Context: an optimization exercise on an open-source flow, tuned for small area and a short achievable clock period. The choices shown serve that exercise and are no tape-out recipe. Only simulation tests tie the RTL to the original design; equivalence was not proved. Power figures rest on the tool's default switching activity, not on a simulated workload.

$ cat design/flow/standard.sh
#!/bin/bash
# synth_recipe.tcl (not shown) runs the flow's synth.tcl, then flattens the netlist and writes it again
# the make line also repeats each setting of config.mk as NAME=value (left out here)
make -C /OpenROAD-flow-scripts/flow DESIGN_CONFIG=/design/flow/config.mk WORK_HOME=/design/flow/orfs CLKGATE_MAP_FILE= SYNTH_SCRIPT=/design/flow/synth_recipe.tcl "${@:-finish}"
$ cat design/flow/config.mk
export PLATFORM = sky130hd
export DESIGN_NAME = CPU
export DESIGN_NICKNAME = CPU
export VERILOG_FILES = /design/flow/design.v
export SDC_FILE = /design/flow/constraint.sdc
export NUM_CORES = 4
export LEC_CHECK = 0
export CAP_MARGIN = 20
export CORE_MARGIN = 2
export CORE_UTILIZATION = 45
export CTS_CLUSTER_DIAMETER = 70
export CTS_CLUSTER_SIZE = 20
export PLACE_DENSITY = 0.6
export SLEW_MARGIN = 20
$ cat design/flow/flow/run.sh
#!/bin/bash
# Layout flow: the standard flow (standard.sh: the standard synthesis and
# ORFS steps, unchanged), with two changes to how the layout is made:
#  - ORFS's timing repair runs with a larger setup margin, so that it keeps
#    improving paths well below the 12 ns clock;
#  - the port buffers that ORFS adds to every input and output are buf_2
#    cells instead of the slow clkdlybuf4s50 that buffer_ports picks.
# The clock, SDC and all other settings are the design's (config.mk).
set -euo pipefail
bash standard.sh SETUP_SLACK_MARGIN=${MARGIN:-6.7} \
  "BUFFER_PORTS_ARGS=-buffer_cell sky130_fd_sc_hd__buf_2" \
  finish > standard_flow.log 2>&1
$ cat design/flow/design.v
`timescale 1ns / 1ps
module GPR(
	S1,S2,B1,B2,A3,WD,We,Clk,Rst,
	RD1,RD2
   );
	input[4:0]A3;
	input B1,B2;
	input[31:1]S1,S2;
	input[31:0]WD;
	input We,Clk,Rst;
	output[31:0]RD1,RD2;
	reg[31:0]RF[31:1];
	reg[31:1]vld;
	integer i;
	always @(posedge Clk)
		if(We) RF[A3] <= WD;
	always @(posedge Clk or posedge Rst)
		if(Rst) vld <= 31'b0;
		else if(We) vld[A3] <= 1'b1;
	wire[31:1]e1 = S1 & vld;
	wire[31:1]e2 = S2 & vld;
	reg[31:0]r1,r2;
	always @* begin
		r1 = 32'b0;
		r2 = 32'b0;
		for(i=1;i<32;i=i+1) begin
			r1 = r1 | ({32{e1[i]}} & RF[i]);
			r2 = r2 | ({32{e2[i]}} & RF[i]);
		end
	end
	assign RD1 = B1 ? WD : r1;
	assign RD2 = B2 ? WD : r2;
endmodule
`timescale 1ns / 1ps
module MULDIV(
	Clk,Rst,
	D1,D2,HiLo,Op,Start,We,
	Busy,BusyR,HI,LO
   );
	input Clk,Rst,HiLo,Start,We;
	input[1:0]Op;
	input[31:0]D1,D2;
	output Busy,BusyR;
	output[31:0]HI,LO;
	reg[31:0]hi,lo,a;
	reg hx;           
	reg bp;           
	reg nr;           
	reg[5:0]counter;
	reg[1:0]op;
	assign HI = hi;
	assign LO = lo;
	assign Busy = bsy || Start;
	wire[5:0]cnt_n = We ? counter :
						  Start ? (Op[1] ? (Op[0] ? 6'd45 : 6'd44) : 6'd18) :
						  (counter != 6'b0) ? counter - 6'b1 : counter;
	wire[1:0]op_n = (~We & Start) ? Op : op;
	reg bsy,mstep,mlast,dneg1,dstep,dfix,dnegq,dnegr;
	always @(posedge Clk or posedge Rst)
		if(Rst) {bsy,mstep,mlast,dneg1,dstep,dfix,dnegq,dnegr} <= 8'b0;
		else begin
			bsy <= cnt_n != 6'b0;
			mstep <= ~op_n[1] && cnt_n > 6'd2;
			mlast <= ~op_n[1] && cnt_n == 6'd2;
			dneg1 <= op_n[1] && cnt_n == 6'd44;
			dstep <= op_n[1] && cnt_n <= 6'd43 && cnt_n >= 6'd12;
			dfix  <= op_n[1] && cnt_n == 6'd11;
			dnegq <= op_n[1] && cnt_n == 6'd10;
			dnegr <= op_n[1] && cnt_n == 6'd9;
		end
	assign BusyR = bsy;
	wire isdiv = op[1];
	wire sa = op[0] & a[31];             
	wire nq = nr ^ sa;
	wire ext = op[0] & bp;
	wire[2:0]bd = mlast ? {ext,ext,bp} : {lo[1:0],bp};
	wire bneg_m = bd[2] & ~(bd[1] & bd[0]);
	wire bone_m = bd[1] ^ bd[0];
	wire btwo_m = (bd[2] & ~bd[1] & ~bd[0]) | (~bd[2] & bd[1] & bd[0]);
	wire bone = isdiv ? (dstep | dfix & hx) : bone_m;
	wire btwo = ~isdiv & btwo_m;
	wire ylo  = (dneg1 & nr) | (dnegq & nq);
	wire yhi  = dnegr & nr;
	wire neg  = isdiv ? (dstep ? ~(hx ^ sa) : dfix ? sa : 1'b1) : bneg_m;
	wire[33:0]A1 = {sa,sa,a};
	wire[34:0]yv = ({35{bone}} & {A1[33],A1}) | ({35{btwo}} & {A1,1'b0}) |
						({35{ylo}} & {3'b0,lo}) | ({35{yhi}} & {3'b0,hi});
	wire[34:0]y = neg ? ~yv : yv;
	wire[34:0]x = dstep ? {hx,hx,hi,lo[31]} :
					  (ylo | yhi) ? 35'b0 : {hx,hx,hx,hi};
	wire[35:0]s2 = {x,1'b1} + {y,neg};
	wire[34:0]sum = s2[35:1];
	always@(posedge Clk)
		if(~We && Start) a <= D2;
	always@(posedge Clk or posedge Rst)begin
		if(Rst)begin
			hi <= 32'b0;
			lo <= 32'b0;
			hx <= 1'b0;
			bp <= 1'b0;
			nr <= 1'b0;
			counter <= 6'b0;
			op <= 2'b0;
		end
		else if(We)begin
			case(HiLo)
				1'b0 : lo <= D1;
				1'b1 : hi <= D1;
			endcase
		end
		else if(Start) begin
			lo <= D1;
			hi <= 32'b0;
			hx <= 1'b0;
			bp <= 1'b0;
			nr <= (Op==2'b11) & D1[31];
			counter <= cnt_n;
			op <= op_n;
		end
		else if(bsy) begin
			counter <= cnt_n;
			if(mstep) begin
				{hx,hi} <= sum[34:2];
				lo <= {sum[1:0],lo[31:2]};
				bp <= lo[1];
			end
			if(mlast | dfix | dnegr) hi <= sum[31:0];
			if(dstep) begin
				{hx,hi} <= sum[32:0];
				lo <= {lo[30:0],~sum[34]};
			end
			if(dfix) hx <= 1'b0;
			if((dneg1 & nr) | (dnegq & nq)) lo <= sum[31:0];
		end
	end
endmodule
`timescale 1ns / 1ps
module CPU(
	clk,rst,
	InstrAddr,InstrData,
	PrRD,HWInt,
	PrWD,PrAddr,PrBE,PrWE
   );
	input clk,rst;
	output[31:2]InstrAddr;
	input[31:0]InstrData;
	input[31:0]PrRD;
	input[7:2]HWInt;
	output[31:0]PrWD;
	output[31:2]PrAddr;
	output[3:0]PrBE;
	output PrWE;
	wire IntReq;
	wire STALL;
	wire[31:0]HI,LO;
	wire Busy,BusyR;
	wire[31:0]Wdata_M2;
	reg[31:2]PC_F;
	reg[31:0]instr_D;
	reg[31:1]S1_D,S2_D;
	reg[31:2]PC_D;
	reg BD_reg;
	reg[31:0]RD1_E,RD2_E;
	reg[15:0]imm_E;
	reg immx_E;
	reg[4:0]RA1_E,RA2_E,Waddr_E;
	reg[31:2]PC_E;
	reg[3:0]ALU_Op_E;
	reg[1:0]SFT_Op_E,MULDIV_Op_E,BE_Op_E;
	reg[2:0]DataEXT_Op_E;
	reg W1_E,lui_E,HiLo_E,Shift_E,MFHL_E,MTHL_E,Start_E,Store_E,Load_E,
		 immsel_E,SUV_E,wr_E,stE_E,stW_E,eret_E,mfc0_E,mtc0_E,BD_E,
		 fMEs_E,fMEt_E,dmdtM_E;
	reg[31:0]RD2_M,Wdata_M1;
	reg[4:0]RA3_M,Waddr_M;
	reg[31:2]PC_M;
	reg[2:0]DataEXT_Op_M;
	reg[1:0]BE_Op_M;
	reg Store_M,Load_M,wr_M,stW_M,eret_M,mfc0_M,mtc0_M,BD_M,fWMt_M;
	reg[31:0]Wdata_W;
	reg[4:0]Waddr_W;
	reg[31:2]PC_W;
	reg wr_W,eret_W;
	assign InstrAddr = PC_F;
	wire[5:0]op = instr_D[31:26];
	wire[5:0]fn = instr_D[5:0];
	wire[4:0]rs = instr_D[25:21];
	wire[4:0]rt = instr_D[20:16];
	wire[4:0]rd = instr_D[15:11];
	wire R = op==6'd0;
	wire i_sll=R&&fn==0, i_srl=R&&fn==2, i_sra=R&&fn==3,
		  i_sllv=R&&fn==4, i_srlv=R&&fn==6, i_srav=R&&fn==7,
		  i_jr=R&&fn==8, i_jalr=R&&fn==9,
		  i_mfhi=R&&fn==16, i_mthi=R&&fn==17, i_mflo=R&&fn==18, i_mtlo=R&&fn==19,
		  i_mult=R&&fn==24, i_multu=R&&fn==25, i_div=R&&fn==26, i_divu=R&&fn==27,
		  i_add=R&&fn==32, i_addu=R&&fn==33, i_sub=R&&fn==34, i_subu=R&&fn==35,
		  i_and=R&&fn==36, i_or=R&&fn==37, i_xor=R&&fn==38, i_nor=R&&fn==39,
		  i_slt=R&&fn==42, i_sltu=R&&fn==43;
	wire i_bltz=op==1&&rt==0, i_bgez=op==1&&rt==1;
	wire i_j=op==2, i_jal=op==3, i_beq=op==4, i_bne=op==5, i_blez=op==6, i_bgtz=op==7,
		  i_addi=op==8, i_addiu=op==9, i_slti=op==10, i_sltiu=op==11,
		  i_andi=op==12, i_ori=op==13, i_xori=op==14, i_lui=op==15,
		  i_lb=op==32, i_lh=op==33, i_lw=op==35, i_lbu=op==36, i_lhu=op==37,
		  i_sb=op==40, i_sh=op==41, i_sw=op==43;
	wire i_mfc0=op==16&&rs==0, i_mtc0=op==16&&rs==4, i_eret=op==16&&rs==16&&fn==24;
	function[4:0]dcls(input[31:0]ins);
		reg[5:0]o,f;
		reg r,b2,bz,jr,ld,st,it,rt,suv,mthl,mds;
		begin
			o = ins[31:26]; f = ins[5:0];
			r = o==6'd0;
			b2 = o==6'd4 || o==6'd5;
			bz = (o==6'd1 && (ins[20:16]==5'd0 || ins[20:16]==5'd1)) || o==6'd6 || o==6'd7;
			jr = r && (f==6'd8 || f==6'd9);
			ld = o==6'd32 || o==6'd33 || o==6'd35 || o==6'd36 || o==6'd37;
			st = o==6'd40 || o==6'd41 || o==6'd43;
			it = (o>=6'd8 && o<=6'd14) || ld;
			rt = r && (f==6'd4 || f==6'd6 || f==6'd7 || (f>=6'd24 && f<=6'd27) ||
						 (f>=6'd32 && f<=6'd39) || f==6'd42 || f==6'd43);
			suv = r && (f==6'd0 || f==6'd2 || f==6'd3);
			mthl = r && (f==6'd17 || f==6'd19);
			mds = r && ((f>=6'd16 && f<=6'd19) || (f>=6'd24 && f<=6'd27));
			dcls = {bz||jr||b2, b2, it||mthl||rt||st, rt||suv, mds};
		end
	endfunction
	wire Jump_D = i_j||i_jal;
	wire jr_D = i_jr||i_jalr;
	wire Branch_D = i_beq||i_bne||i_blez||i_bgtz||i_bltz||i_bgez;
	wire BZ_D = i_bltz||i_blez||i_bgez||i_bgtz;
	wire B2_D = i_beq||i_bne;
	wire Load_D = i_lb||i_lbu||i_lh||i_lhu||i_lw;
	wire Store_D = i_sb||i_sh||i_sw;
	wire LogicI_D = i_andi||i_ori||i_xori;
	wire Itype_D = i_addi||i_addiu||i_andi||i_ori||i_slti||i_sltiu||i_xori||Load_D;
	wire Rtype_D = i_add||i_addu||i_and||i_div||i_divu||i_mult||i_multu||i_nor||i_or||
						i_sllv||i_slt||i_sltu||i_srav||i_srlv||i_sub||i_subu||i_xor;
	wire SUV_D = i_sll||i_sra||i_srl;
	wire Shift_D = SUV_D||i_sllv||i_srav||i_srlv;
	wire MTHL_D = i_mthi||i_mtlo;
	wire MFHL_D = i_mfhi||i_mflo;
	wire Start_D = i_mult||i_multu||i_div||i_divu;
	wire MULDIV_s_D = Start_D||MFHL_D||MTHL_D;
	wire Link_D = i_jal||i_jalr;
	wire WriteRt_D = i_lui||Itype_D||i_mfc0;
	wire WriteAtE_D = Link_D||i_lui;
	wire WriteAtM_D = i_add||i_addu||i_and||MFHL_D||i_nor||i_or||Shift_D||i_slt||i_sltu||
							i_sub||i_subu||i_xor||i_addi||i_addiu||i_andi||i_ori||i_slti||i_sltiu||i_xori;
	wire WriteAtW_D = Load_D||i_mfc0;
	wire WriteReg_D = WriteAtE_D||WriteAtM_D||WriteAtW_D;
	wire[3:0]ALU_Op_D =
		(i_addu||i_addiu) ? 4'd1 :
		(i_add||i_addi||Load_D||Store_D) ? 4'd2 :
		(i_subu) ? 4'd3 :
		(i_sub) ? 4'd4 :
		(i_and||i_andi) ? 4'd5 :
		(i_or||i_ori) ? 4'd6 :
		(i_nor) ? 4'd7 :
		(i_xor||i_xori) ? 4'd8 :
		(i_sltu||i_sltiu) ? 4'd9 :
		(i_slt||i_slti) ? 4'd10 : 4'd0;
	wire[1:0]SFT_Op_D = (i_sll||i_sllv) ? 2'b01 : (i_srl||i_srlv) ? 2'b10 : (i_sra||i_srav) ? 2'b11 : 2'b00;
	wire[1:0]MULDIV_Op_D = i_mult ? 2'b01 : i_divu ? 2'b10 : i_div ? 2'b11 : 2'b00;
	wire[1:0]BE_Op_D = i_sb ? 2'b01 : i_sh ? 2'b10 : i_sw ? 2'b11 : 2'b00;
	wire[2:0]DataEXT_Op_D = i_lbu ? 3'd1 : i_lb ? 3'd2 : i_lhu ? 3'd3 : i_lh ? 3'd4 : 3'd0;
	wire[4:0]Waddr_D = WriteRt_D ? rt : i_jal ? 5'd31 : rd;
	wire wr_D = WriteReg_D && Waddr_D!=5'd0;
	wire dmd_rs_D = BZ_D||jr_D||B2_D;
	wire dmd_rs_E = Itype_D||MTHL_D||Rtype_D||Store_D;
	wire dmd_rt_E = Rtype_D||SUV_D;
	wire dmd_rt_Ef = Rtype_D||SUV_D||Store_D||i_mtc0;
	wire sE1 = rs==Waddr_E, tE1 = rt==Waddr_E;
	wire sM1 = rs==Waddr_M, tM1 = rt==Waddr_M;
	reg st_h,mds_D,FWD_E_D_rs,FWD_E_D_rt,FWD_M_D_rs,FWD_M_D_rt,byp1_D,byp2_D;
	wire st_i = st_h || (mds_D && BusyR);    
	assign STALL = st_i || (mds_D && Start_E);
	wire[4:0]Nrs = InstrData[25:21];
	wire[4:0]Nrt = InstrData[20:16];
	wire[4:0]Nc = dcls(InstrData);
	wire N_rsD = Nc[4], N_B2 = Nc[3], N_rsE = Nc[2], N_rtE = Nc[1], N_mds = Nc[0];
	wire stE_D = (WriteAtM_D||WriteAtW_D) && wr_D;
	wire stW_D = WriteAtW_D && wr_D;
	wire nsD = Nrs==Waddr_D, ntD = Nrt==Waddr_D;
	wire nsE = Nrs==Waddr_E, ntE = Nrt==Waddr_E;
	wire nsM = Nrs==Waddr_M, ntM = Nrt==Waddr_M;
	wire loadD = ~STALL;     
	always @(posedge clk or posedge rst)
		if(rst) {st_h,mds_D,FWD_E_D_rs,FWD_E_D_rt,FWD_M_D_rs,FWD_M_D_rt,byp1_D,byp2_D} <= 8'b0;
		else if(IntReq||i_eret) {st_h,mds_D,FWD_E_D_rs,FWD_E_D_rt,FWD_M_D_rs,FWD_M_D_rt,byp1_D,byp2_D} <= 8'b0;
		else if(loadD) begin
			byp1_D <= wr_M && nsM;
			byp2_D <= wr_M && ntM;
			st_h <= (N_rsD && ((stE_D && nsD) || (stW_E && nsE))) ||
					  (N_B2 && ((stE_D && ntD) || (stW_E && ntE))) ||
					  (N_rsE && stW_D && nsD) ||
					  (N_rtE && stW_D && ntD);
			mds_D <= N_mds;
			FWD_E_D_rs <= N_rsD && wr_D && nsD;
			FWD_E_D_rt <= N_B2 && wr_D && ntD;
			FWD_M_D_rs <= N_rsD && wr_E && nsE;
			FWD_M_D_rt <= N_B2 && wr_E && ntE;
		end else begin
			byp1_D <= wr_M && sM1;
			byp2_D <= wr_M && tM1;
			st_h <= (dmd_rs_D && stW_E && sE1) || (B2_D && stW_E && tE1);
			FWD_E_D_rs <= 1'b0;
			FWD_E_D_rt <= 1'b0;
			FWD_M_D_rs <= dmd_rs_D && wr_E && sE1;
			FWD_M_D_rt <= B2_D && wr_E && tE1;
		end
	wire[31:0]RD1_D,RD2_D;
	GPR GPR(
		.S1(S1_D),.S2(S2_D),.B1(byp1_D),.B2(byp2_D),.A3(Waddr_W),.WD(Wdata_W),.We(wr_W),
		.Clk(clk),.Rst(rst),.RD1(RD1_D),.RD2(RD2_D)
	);
	wire[31:0]CMP_A = FWD_E_D_rs ? Wdata_E1 : FWD_M_D_rs ? Wdata_M1 : RD1_D;
	wire[31:0]CMP_B = FWD_E_D_rt ? Wdata_E1 : FWD_M_D_rt ? Wdata_M1 : RD2_D;
	wire eqAB = CMP_A==CMP_B;
	wire zA = CMP_A==32'b0;
	wire Br = (i_beq && eqAB) || (i_bne && ~eqAB) ||
				 (i_bltz && CMP_A[31]) || (i_bgez && ~CMP_A[31]) ||
				 (i_blez && (CMP_A[31]||zA)) || (i_bgtz && ~CMP_A[31] && ~zA);
	wire[31:2]EPC;
	wire[31:2]PC_F1 = PC_F + 30'd1;
	wire[31:2]PC_Fb = PC_F + {{14{instr_D[15]}},instr_D[15:0]};
	wire takeB = Branch_D && Br;
	wire seqPC = ~(i_eret||Jump_D||jr_D||takeB);
	wire[31:2]next_PC =
		({30{i_eret}} & EPC) |
		({30{Jump_D}} & {PC_F[31:28],instr_D[25:0]}) |
		({30{jr_D}} & CMP_A[31:2]) |
		({30{takeB}} & PC_Fb) |
		({30{seqPC}} & PC_F1);
	always @(posedge clk or posedge rst)
		if(rst) PC_F <= 30'hc00;
		else if(IntReq) begin
			if(~st_i) PC_F <= 30'h1060;
		end
		else if(~STALL) PC_F <= next_PC;
	reg[31:1]S1_F,S2_F;
	integer k;
	always @* for(k=1;k<32;k=k+1) begin
		S1_F[k] = InstrData[25:21]==k;
		S2_F[k] = InstrData[20:16]==k;
	end
	always @(posedge clk or posedge rst)
		if(rst) begin
			instr_D <= 32'b0;
			S1_D <= 31'b0;
			S2_D <= 31'b0;
			PC_D <= 30'hc00;
		end else if(IntReq||i_eret) begin
			instr_D <= 32'b0;
			S1_D <= 31'b0;
			S2_D <= 31'b0;
			PC_D <= 30'hc00;
		end else if(~STALL) begin
			instr_D <= InstrData;
			S1_D <= S1_F;
			S2_D <= S2_F;
			PC_D <= PC_F;
		end
	always @(posedge clk or posedge rst)
		if(rst) BD_reg <= 1'b0;
		else BD_reg <= Jump_D||jr_D||Branch_D;
	wire flushE = STALL||IntReq;
	always @(posedge clk or posedge rst)
		if(rst) begin
			RD1_E <= 0; ALU_Op_E <= 0; SFT_Op_E <= 0; MULDIV_Op_E <= 0; BE_Op_E <= 0;
			DataEXT_Op_E <= 0; W1_E <= 0; lui_E <= 0; HiLo_E <= 0; Shift_E <= 0; MFHL_E <= 0;
			MTHL_E <= 0; Start_E <= 0; Store_E <= 0; Load_E <= 0; immsel_E <= 0;
			SUV_E <= 0; wr_E <= 0; stE_E <= 0; stW_E <= 0; eret_E <= 0; mfc0_E <= 0;
			mtc0_E <= 0; BD_E <= 0; fMEs_E <= 0; fMEt_E <= 0;
			dmdtM_E <= 0; PC_E <= 30'hc00;
		end else if(flushE) begin
			RD1_E <= 0; ALU_Op_E <= 0; SFT_Op_E <= 0; MULDIV_Op_E <= 0; BE_Op_E <= 0;
			DataEXT_Op_E <= 0; W1_E <= 0; lui_E <= 0; HiLo_E <= 0; Shift_E <= 0; MFHL_E <= 0;
			MTHL_E <= 0; Start_E <= 0; Store_E <= 0; Load_E <= 0; immsel_E <= 0;
			SUV_E <= 0; wr_E <= 0; stE_E <= 0; stW_E <= 0; eret_E <= 0; mfc0_E <= 0;
			mtc0_E <= 0; BD_E <= 0; fMEs_E <= 0; fMEt_E <= 0;
			dmdtM_E <= 0; PC_E <= 30'hc00;
		end else begin
			RD1_E <= (dmd_rs_E && wr_M && sM1) ? Wdata_M2 : RD1_D;
			ALU_Op_E <= ALU_Op_D;
			SFT_Op_E <= SFT_Op_D;
			MULDIV_Op_E <= MULDIV_Op_D;
			BE_Op_E <= BE_Op_D;
			DataEXT_Op_E <= DataEXT_Op_D;
			W1_E <= WriteAtE_D;
			lui_E <= i_lui;
			HiLo_E <= i_mthi||i_mfhi;
			Shift_E <= Shift_D;
			MFHL_E <= MFHL_D;
			MTHL_E <= MTHL_D;
			Start_E <= Start_D;
			Store_E <= Store_D;
			Load_E <= Load_D;
			immsel_E <= Itype_D||Store_D;
			SUV_E <= SUV_D;
			wr_E <= wr_D;
			stE_E <= (WriteAtM_D||WriteAtW_D) && wr_D;
			stW_E <= WriteAtW_D && wr_D;
			eret_E <= i_eret;
			mfc0_E <= i_mfc0;
			mtc0_E <= i_mtc0;
			BD_E <= BD_reg;
			fMEs_E <= dmd_rs_E && wr_E && sE1;
			fMEt_E <= dmd_rt_Ef && wr_E && tE1;
			dmdtM_E <= Store_D||i_mtc0;
			PC_E <= PC_D;
		end
	always @(posedge clk) begin
		RD2_E <= (dmd_rt_Ef && wr_M && tM1) ? Wdata_M2 : RD2_D;
		imm_E <= instr_D[15:0];
		immx_E <= ~LogicI_D & instr_D[15];
		RA1_E <= rs;
		RA2_E <= rt;
		Waddr_E <= Waddr_D;
	end
	wire[31:0]imm32_E = {{16{immx_E}},imm_E};
	wire[31:0]Wdata_E1 = lui_E ? {imm_E,16'b0} : {PC_E+30'd2,2'b0};
	wire[31:0]A_E = fMEs_E ? Wdata_M1 : RD1_E;
	wire[31:0]T_E = fMEt_E ? Wdata_M1 : RD2_E;
	wire[31:0]B_E = immsel_E ? imm32_E : T_E;
	wire[31:0]RD2_E3 = RD2_E;
	wire alu_sub = ALU_Op_E==4'd3 || ALU_Op_E==4'd4 || ALU_Op_E==4'd9 || ALU_Op_E==4'd10;
	wire[32:0]addr = {1'b0,A_E} + {1'b0,alu_sub ? ~B_E : B_E} + {32'b0,alu_sub};
	wire ltu = ~addr[32];
	wire lts = (A_E[31]^B_E[31]) ? A_E[31] : addr[31];
	reg[31:0]ALU_out;
	always @* begin
		case(ALU_Op_E)
			4'd1,4'd2,4'd3,4'd4: ALU_out = addr[31:0];
			4'd5: ALU_out = A_E & B_E;
			4'd6: ALU_out = A_E | B_E;
			4'd7: ALU_out = ~(A_E | B_E);
			4'd8: ALU_out = A_E ^ B_E;
			4'd9: ALU_out = {31'b0,ltu};
			4'd10: ALU_out = {31'b0,lts};
			default: ALU_out = A_E;
		endcase
	end
	wire[4:0]sa_E = SUV_E ? imm_E[10:6] : A_E[4:0];
	wire sleft = ~SFT_Op_E[1];
	reg[31:0]sin,SFT_out;
	always @* for(k=0;k<32;k=k+1) sin[k] = sleft ? B_E[31-k] : B_E[k];
	wire[31:0]sr = $signed({SFT_Op_E[0] & SFT_Op_E[1] & B_E[31], sin}) >>> sa_E;
	always @* for(k=0;k<32;k=k+1) SFT_out[k] = sleft ? sr[31-k] : sr[k];
	MULDIV MULDIV(
		.Clk(clk),.Rst(rst),
		.D1(A_E),.D2(B_E),.HiLo(HiLo_E),.Op(MULDIV_Op_E),
		.Start(Start_E&&~IntReq),.We(MTHL_E),
		.Busy(Busy),.BusyR(BusyR),.HI(HI),.LO(LO)
	);
	wire[31:0]Wdata_E2 = W1_E ? Wdata_E1 :
								Shift_E ? SFT_out :
								MFHL_E ? (HiLo_E ? HI : LO) : ALU_out;
	always @(posedge clk or posedge rst)
		if(rst) begin
			DataEXT_Op_M <= 0; BE_Op_M <= 0; Store_M <= 0; Load_M <= 0; wr_M <= 0;
			stW_M <= 0; eret_M <= 0; mfc0_M <= 0; mtc0_M <= 0; BD_M <= 0; fWMt_M <= 0;
			Wdata_M1 <= 0; PC_M <= 30'hc00;
		end else if(IntReq) begin
			DataEXT_Op_M <= 0; BE_Op_M <= 0; Store_M <= 0; Load_M <= 0; wr_M <= 0;
			stW_M <= 0; eret_M <= 0; mfc0_M <= 0; mtc0_M <= 0; BD_M <= 0; fWMt_M <= 0;
			Wdata_M1 <= 0; PC_M <= 30'hc00;
		end else begin
			DataEXT_Op_M <= DataEXT_Op_E;
			BE_Op_M <= BE_Op_E;
			Store_M <= Store_E;
			Load_M <= Load_E;
			wr_M <= wr_E;
			stW_M <= stW_E;
			eret_M <= eret_E;
			mfc0_M <= mfc0_E;
			mtc0_M <= mtc0_E;
			BD_M <= BD_E;
			fWMt_M <= dmdtM_E && wr_M && RA2_E==Waddr_M;
			Wdata_M1 <= Wdata_E2;
			PC_M <= PC_E;
		end
	always @(posedge clk) begin
		RD2_M <= RD2_E3;
		RA3_M <= imm_E[15:11];
		Waddr_M <= Waddr_E;
	end
	wire[31:0]DM_Wdata = fWMt_M ? Wdata_W : RD2_M;
	wire[1:0]ba = Wdata_M1[1:0];
	assign PrAddr = Wdata_M1[31:2];
	assign PrWD = DM_Wdata;
	assign PrBE = (BE_Op_M==2'b01) ? (4'b0001 << ba) :
					  (BE_Op_M==2'b10) ? (ba[1] ? 4'b1100 : 4'b0011) :
					  (BE_Op_M==2'b11) ? 4'b1111 : 4'b0000;
	assign PrWE = Store_M && ~IntReq;
	wire[7:0]lbyte = ba[1] ? (ba[0] ? PrRD[31:24] : PrRD[23:16]) : (ba[0] ? PrRD[15:8] : PrRD[7:0]);
	wire[15:0]lhalf = ba[1] ? PrRD[31:16] : PrRD[15:0];
	reg[31:0]DataEXT_out;
	always @* begin
		case(DataEXT_Op_M)
			3'd1: DataEXT_out = {24'b0,lbyte};
			3'd2: DataEXT_out = {{24{lbyte[7]}},lbyte};
			3'd3: DataEXT_out = {16'b0,lhalf};
			3'd4: DataEXT_out = {{16{lhalf[15]}},lhalf};
			default: DataEXT_out = PrRD;
		endcase
	end
	reg[15:10]SR_im;
	reg SR_exl,SR_ie;
	reg CAUSE_bd;
	reg[15:10]CAUSE_ip;
	reg[31:0]EPC_r;
	reg[7:2]ien;         
	assign EPC = EPC_r[31:2];
	assign IntReq = |(HWInt & ien);
	wire[31:2]CP0_PC = BD_M ? PC_W : eret_W ? PC_E : PC_M;
	wire cp0_we = mtc0_M && ~IntReq;
	wire srw = cp0_we && RA3_M==5'd12;
	wire[15:10]im_n = srw ? DM_Wdata[15:10] : SR_im;
	wire ie_n = srw ? DM_Wdata[0] : SR_ie;
	wire exl_n = eret_M ? 1'b0 : IntReq ? 1'b1 : srw ? DM_Wdata[1] : SR_exl;
	always @(posedge clk or posedge rst)
		if(rst) begin
			SR_im <= 6'b111111;
			SR_exl <= 1'b0;
			SR_ie <= 1'b1;
			ien <= 6'b111111;
			CAUSE_bd <= 1'b0;
			CAUSE_ip <= 6'b0;
			EPC_r <= 32'b0;
		end else begin
			SR_im <= im_n;
			SR_ie <= ie_n;
			SR_exl <= exl_n;
			ien <= im_n & {6{ie_n & ~exl_n}};
			if(cp0_we && RA3_M==5'd14) EPC_r <= DM_Wdata;
			if(IntReq) begin
				EPC_r <= {CP0_PC,2'b0};
				CAUSE_bd <= BD_M;
				CAUSE_ip <= HWInt;
			end
		end
	reg[31:0]CP0_RD;
	always @* begin
		case(RA3_M)
			5'd12: CP0_RD = {16'b0,SR_im,8'b0,SR_exl,SR_ie};
			5'd13: CP0_RD = {CAUSE_bd,15'b0,CAUSE_ip,10'b0};
			5'd14: CP0_RD = EPC_r;
			5'd15: CP0_RD = 32'h14061150;
			default: CP0_RD = 32'b0;
		endcase
	end
	assign Wdata_M2 = Load_M ? DataEXT_out : mfc0_M ? CP0_RD : Wdata_M1;
	always @(posedge clk or posedge rst)
		if(rst) begin
			wr_W <= 0; eret_W <= 0; PC_W <= 30'hc00;
		end else begin
			wr_W <= wr_M && ~IntReq;
			eret_W <= eret_M;
			PC_W <= PC_M;
		end
	always @(posedge clk) begin
		Wdata_W <= Wdata_M2;
		Waddr_W <= Waddr_M;
	end
endmodule
$ cat design/flow/constraint.sdc
create_clock -name core_clock -period 12.0 [get_ports {clk}]
set_input_delay 2.4000 -clock core_clock [delete_from_list [all_inputs] [get_ports {clk}]]
set_output_delay 2.4000 -clock core_clock [all_outputs]
set_load 0.01 [all_outputs]
==> results.txt <==
[metrics by stage]
| stage | setup slack (ns) | area [sq um] |
|---|---|---|
| 3_5_place_dp | 5.14 | 95100 |
| 6_report | 6.23 | 102000 |
| 5_1_grt | 6.22 | 102000 |
| 4_1_cts | 6.22 | 101000 |
| 3_3_place_gp | 5.05 | 95000 |
| 2_1_floorplan | 2.39 | 90500 |
[metal layers]
metal	global-route usage, %	vias to the layer above	part of all wire (%)
met1	67.0	44780	36
met2	67.3	10041	37
met4	35.7	35	9.4
met5	1.12	-	0.12
li1	-	33714	-
met3	27.6	2915	17
[power by group through the flow]
| stage | combinational [mW] | clock [mW] | sequential [mW] |
|---|---|---|---|
| 5_1_grt | 12.7 | 5.08 | 9.00 |
| 2_1_floorplan | 6.87 | 0 | 8.33 |
| 3_5_place_dp | 11.1 | 0 | 9.04 |
| 4_1_cts | 11.4 | 4.89 | 8.89 |
| 6_report | 12.3 | 4.93 | 8.98 |
| 3_3_place_gp | 10.9 | 0 | 9.01 |
[kinds of logic (layout without fill, tap and decap cells)]
| logic type | after synthesis | after routing | synth area share (%) |
|---|---|---|---|
| simple gates | 3050 | 3051 | 16.9 |
| compound gates | 2272 | 2272 | 17.5 |
| flops | 1694 | 1694 | 51.8 |
| buf+inv | 915 | 1034 | 4.02 |
| mux | 381 | 381 | 4.70 |
| xor+xnor | 272 | 272 | 2.63 |
| fa+ha+maj | 177 | 177 | 2.46 |
| other cells | 0 | 76 | 0 |
[layout make-up]
class,count,area (sq um)
antenna,76,190
clock buffer,159,3590
clock inverter,87,1030
fill,18085,97800
inverter,171,647
multi-input combinational,6153,41400
sequential,1694,47000
tap,2656,3320
timing repair buffer,617,4850
[what timing repair did]
item	CTS	global route
setup buffers	32	38
pin swaps	17	33
resized for setup	176	184
gates cloned	1	2
endpoints found under the setup margin	71	73
[layout by cell type (no fill, tap or decap), types with 29 or more instances in the layout]
master	netlist	layout
ha_1	175	174
and2_1	114	89
nor4_1	69	50
buf_2	36	165
a221oi_1	129	118
xor2_1	109	107
and3_1	175	170
diode_2	0	76
dfrtp_1	509	457
o211ai_1	72	72
a32oi_1	93	86
nand4_1	302	302
a31oi_1	49	46
a21oi_1	432	418
nand3_1	1014	1012
nor2b_1	55	53
edfxtp_1	1024	1024
nor2_4	0	36
dfxtp_1	138	128
a211oi_1	71	64
a22oi_1	379	373
nor2_1	446	406
nand2_1	587	584
nand2b_1	39	38
or3_1	30	29
o21a_1	33	33
mux2i_1	267	253
o21bai_1	45	44
mux2_2	88	88
buf_4	30	363
buf_6	6	51
a21o_1	63	63
inv_1	167	166
nor3_1	96	92
dfrtp_2	0	37
or4_1	42	41
a22o_1	171	170
o21ai_0	409	394
xnor2_1	163	159
clkbuf_16	0	142
[final timing paths]
kind	start	slack (ns)	endpoint	cells after the start
min in group asynchronous	rst	1.59	MULDIV.counter[4]$_DFFE_PP0P_	2
min	RD2_E[18]$_DFF_P_	0.35	RD2_M[18]$_DFF_P_	0
max in group asynchronous	rst	7.61	Load_M$_DFF_PP0_	5
min reg2reg	RD2_E[18]$_DFF_P_	0.35	RD2_M[18]$_DFF_P_	0
max reg2reg	GPR.vld[14]$_DFFE_PP0P_	6.47	PC_F[28]$_DFFE_PP0P_	17
max	HWInt[5]	6.23	PrWE	6
==> qor.txt <==
Leak - 38.1 nW
largest net degree at the start of global routing - 118
via count - 91.5k
core area - 0.200 sq mm
FF+latch count, synth - 1694
period utilization - 48.1%
slowest CP cell - and3_4
number of synthesized flops with an enable pin - 1024
CTS Hold Buffers Added - 0
final-report hold violation count - 0
Biggest register - GPR.RF
Synth top cells by count - edfxtp_1 (1024), nand3_1 (1014), nand2_1 (587), clkbuf_1 (584), dfrtp_1 (509)
Die ar. - 0.205 sq mm
post-synthesis sequential area ratio - 51.8%
CP max FO - 2
crit path launch type - primary input
Hold Crit Class - flip-flop to flip-flop
ys flop type - edfxtp_1
crit-path cells - buf_8, a22oi_2, and3_4, buf_12, and2_4, buf_6
Starting Density - 45.3%
Min Hold Slack - 0.347 ns
Core Rows - 164
root buf cell - clkbuf_16
FFs w/ async S/R, synth - 31.4%
clock slew at the register clock pins of the worst setup and hold paths - 0.09 ns
vias per cell - 7.88
Mapped Area - 0.0905 sq mm
pwr dens - 257 mW/mm^2
outcome - no timing/DRC/antenna violations
Gate power share - 47.0%
fin nets - 9024
Die Ht - 452 microns
P_sw - 12.4 mW
post-synthesis cell count - 8761
Crit path max-delay family - simple AND/OR/NAND/NOR gates
DP HPWL - 368 mm
clock latency on the worst-skew pair - 0.86 ns
final critical-path required period - 5.77 ns
cts bufs inserted - 138
Tot GR Track Use - 52.4%
initial antenna violation count - 58
Non-Filler Instances - 11.6k
CP max stage delay - 0.29 ns
sequential power share - 34.2%
VDD IR max - 0.172 mV
top post-synthesis cells by area - edfxtp_1 (34%), dfrtp_1 (14%), nand3_1 (5.6%)
leading area contributor after synthesis - edfxtp_1
Final setup violation count - 0
global route overflow - 0
synth warn - 3
clock share of power - 18.8%
Finished Core Util - 51.1%
die width - 452 microns
Slew Limit Fails - 0
dpl cells - 11.2k
share of cells above drive strength 1 - 14.8%
first-pass detailed-route iteration total - 17
clock sinks - 1694
top cell type's share of synthesized area - 34.0%
Setup TNS - 0 ns
clk buf depth - 3
TritonCTS clock tree - built
DRC marker count from the first detailed-route iteration - 20.8k
I/O pins - 169
Overall Power - 26.3 mW
Cell variety after synth - 92
most frequent cell after synthesis - edfxtp_1
Setup CP Type - primary input to primary output
final wirelength - 558 mm
Sw Ratio - 47.3%
Synth-to-Final Area Change - 12.8%
Buffers on Ports - 168
max frequency - 173 MHz
critical path endpoint category - primary output
RSZ-0062 raised after global routing - yes
Slew headroom - 5.87%
Final GP Congestion - 1.09
Worst-Margin Slew - 1.41 ns
clock skew - 0.0447 ns
worst path buffer plus inverter count - 3
vias in the first global route - 81.9k
Worst Path Required - 9.60 ns
Mean Syn Cell Area - 10.3 sq um
first-pass GRT wire length - 727 mm
H-tree level count - 4
ANT nets after route - 0
critical path arrival - 3.37 ns
max-cap violations - 0
Largest register FFs - 992
drt wl/cell - 48.0 microns
drc violations - 0
Syn Nets - 9010
internal power - 13.8 mW

## port drivers added, routing unchanged
The flow's constraints put no driver on any port. The routed layout listed below was extracted and timed again, unchanged, in two steps. Step 1, drivers: a clkbuf_16 drives clk and a buf_2 each remaining input, both assumed. Step 2 adds t to the input delays and takes it off the output delays; t is the mean of the earliest and latest rising clock arrival at the registers after step 1. Input paths then give back, and output paths get back, about the clock's delay inside the block. Slacks: ideal / step 1 / step 2; pairs: ideal / step 1.
t (ns): 0.936
setup slack, ns: 6.228 / 6.181 / 5.891
worst data-port slew with drivers (ns): 0.20
After both steps this run still meets setup and hold. The setup slack of this run moves by -0.047 ns with the drivers and by -0.337 ns with both steps.
